Background: an optimization exercise with open tools, aiming at small area and a short achievable clock period. Do not read the settings as production practice.
In this exercise RTL edits were held to simulation tests only and were not proved equivalent to the original.

Setup of rev 12:
==> flow/design.v (excerpt) <==
module mul_pipe_single #(
  parameter XLEN    = 32,
  parameter RD_BITS = 5,
  parameter TAG_W   = 4
) (
  input  wire                 clk,
  input  wire                 rst,
  input  wire                 EX_mul,
  input  wire [XLEN-1:0]      EX_mul_a,
  input  wire [XLEN-1:0]      EX_mul_b,
  input  wire [RD_BITS-1:0]   EX_mul_rd,
  input  wire [TAG_W-1:0]     EX_mul_tag,
  input  wire                 MEM_we,     
  input  wire                 MEM_jlx,    
  output wire                 mul_result_valid,
  output wire [XLEN-1:0]      mul_result,
  output wire [RD_BITS-1:0]   mul_rd,           
  output wire [TAG_W-1:0]     mul_result_tag,   
  output wire                 mul_busy,
  output wire [RD_BITS-1:0]   mul_busy_rd,
  output wire [TAG_W-1:0]     mul_busy_tag,
  output wire                 mul_wb_conflict_stall,
  output wire                 mul_issue_stall
);
  reg  [2:0]         cnt;
  reg  [31:0]        a;
  reg  [31:0]        pb;      
  reg  [3:0]         bo, bt, bn;   
  ...
Size: roughly 130 I/O pins.
export LEC_CHECK = 0
export CAP_MARGIN = 20
export CORE_MARGIN = 2
export CORE_UTILIZATION = 40
export SLEW_MARGIN = 20
create_clock -name core_clock -period 10.0 [get_ports {clk}]
standard.sh (not shown) runs the stock make flow with config.mk's settings and CLKGATE_MAP_FILE= SYNTH_SCRIPT=/design/flow/synth_recipe.tcl, a recipe that flattens the netlist after the stock synthesis.
==> flow/flow/run.sh <==
#!/bin/bash
# Layout flow: the standard ORFS flow (standard.sh, unchanged synthesis), with
#  - after synthesis, flow/polarity.py flips full-adder cells (FA(~a,~b,~c) = ~FA(a,b,c))
#    so that fewer inverters are needed around them; registers are untouched
#  - port buffers made of plain buffers instead of the delay cells buffer_ports picks
set -euo pipefail
cd "$(dirname "$0")/.."
source flow/params.sh
export BUFFER_PORTS_ARGS
export SETUP_SLACK_MARGIN
R=orfs/results/sky130hd/mul_pipe_single/base
bash standard.sh synth > synth.log 2>&1
if [[ "${POLARITY:-1}" == 1 ]]; then
  cp $R/1_2_yosys.v $R/1_2_yosys.std.v
  python3 flow/polarity.py $R/1_2_yosys.std.v $R/1_2_yosys.v > polarity.log 2>&1
  rm -f $R/1_synth.odb
fi
bash standard.sh > standard.log 2>&1
Other scripts of this flow, unchanged in this note and not shown: flow/flow/params.sh, flow/flow/polarity.py
#### Input delta (rev 13 over rev 12)
- swapping 40 for 50 in CORE_UTILIZATION
### Flow results
- Looking at the reports, rev 13 completed the entire flow and the layout it produced met the timing, DRC and antenna checks.
- Looking at wire length of the first global-routing pass across rev 12 and rev 13, the one that comes out higher is rev 13.
- Rev 13 vs. rev 12: number of non-filler instances in the completed layout went down, share of final-layout standard cells stronger than drive strength 1 decreased by 1.2 points relative to the old numbers, relative area change from synthesis to final layout fell by 1.5 points.
- Largest fanout on the critical path came out exactly the same in rev 12 and rev 13.
- Compared with rev 12, in rev 13 final wirelength climbed 2.9%; setup slack on the worst flop-to-flop path dropped 0.04 ns.
- Post-route minimum period in rev 13 is 0.042 ns higher than in rev 12
- Rev 13 ends up with higher non-clock buffer count than rev 12 does.
- a[4] as the launching instance or port of the critical path was reported by rev 13, and a[5] by rev 12.

Another version of the RTL of mul_pipe_single (not shown whole).
export LEC_CHECK = 0
export CAP_MARGIN = 20
export CORE_MARGIN = 2
export CORE_UTILIZATION = 40
export CTS_BUF_LIST = sky130_fd_sc_hd__clkbuf_8 sky130_fd_sc_hd__clkbuf_16
export SLEW_MARGIN = 20
create_clock -name core_clock -period 10.0 [get_ports {clk}]
==> flow/flow/params.sh <==
BUFFER_PORTS_ARGS="-buffer_cell sky130_fd_sc_hd__buf_1"
SETUP_SLACK_MARGIN=5.0
POLARITY=1
Scripts as last shown in full above: flow/flow/run.sh
Other scripts of this flow, unchanged in this note and not shown: flow/flow/polarity.py
The starting point completed with no timing, DRC or antenna violations.
Then changed:
==> flow/flow/params.sh (replaced) <==
BUFFER_PORTS_ARGS="-buffer_cell sky130_fd_sc_hd__buf_1"
SETUP_SLACK_MARGIN=5.2
POLARITY=1
--- a/flow/config.mk
+++ b/flow/config.mk
@@ -9,4 +9,3 @@
 export CORE_MARGIN = 2
 export CORE_UTILIZATION = 40
-export CTS_BUF_LIST = sky130_fd_sc_hd__clkbuf_8 sky130_fd_sc_hd__clkbuf_16
 export SLEW_MARGIN = 20
Routed wire length rose by 0.48%.
Synthesized area does not change.
Maximum frequency rose by 2.2%.
Non-clock buffer count rose by 8.

run 1:
RTL: one of the versions met above, not the one the previous note started from.
For scale: roughly 910 cells after synthesis, ~8800 um2 of cells after synthesis.
Settings: LEC_CHECK=0, CAP_MARGIN=20, CORE_MARGIN=2, CORE_UTILIZATION=40, SLEW_MARGIN=20; clock period 10.0 ns.
==> flow/flow/params.sh <==
BUFFER_PORTS_ARGS="-buffer_cell sky130_fd_sc_hd__buf_1"
SETUP_SLACK_MARGIN=6.0
POLARITY=1
Scripts as last shown in full above: flow/flow/run.sh
Other scripts of this flow, unchanged in this note and not shown: flow/flow/polarity.py
Edits applied to the flow inputs when going from run 1 to run 2:
==> flow/flow/params.sh <==
BUFFER_PORTS_ARGS="-buffer_cell sky130_fd_sc_hd__buf_1"
SETUP_SLACK_MARGIN=5.6
POLARITY=1
[summary]
- Final instance count without filler cells essentially unchanged between run 2 and run 1.
- Run 2 and run 1 ended up with roughly the same tightest hold margin.
- Comparing run 2 and run 1, the higher share of the final layout cell area in sequential cells is on run 2.
- Aggregate routed wire length ends up lower on run 1.

==> port drivers added, routing unchanged <==
The flow's constraints put no driver on any port. The routed layouts listed below were extracted and timed again, unchanged, in two steps.
Step 1, drivers: a clkbuf_16 drives clk and a buf_2 each remaining input, both assumed.
Step 2 also shifts input and output timing later by t, the mid clock arrival at the registers, as if the neighbouring blocks saw the same clock.
a / b / c = ideal ports / drivers / drivers and shift; a / b = the first two.
run	shift t [ns]	setup slack, ns	slew at the worst register clock pin (ns)
rev 12	0.399	5.532 / 5.532 / 5.532	0.08 / 0.08
rev 13	0.411	5.490 / 5.490 / 5.490	0.09 / 0.09
the first run of note 2	0.409	5.337 / 5.337 / 5.337	0.09 / 0.09
the second run of note 2	0.407	5.440 / 5.440 / 5.440	0.09 / 0.09
run 1	0.398	5.417 / 5.417 / 5.417	0.09 / 0.09
run 2	0.412	5.351 / 5.351 / 5.351	0.08 / 0.08
After both steps every run listed still meets setup and hold.
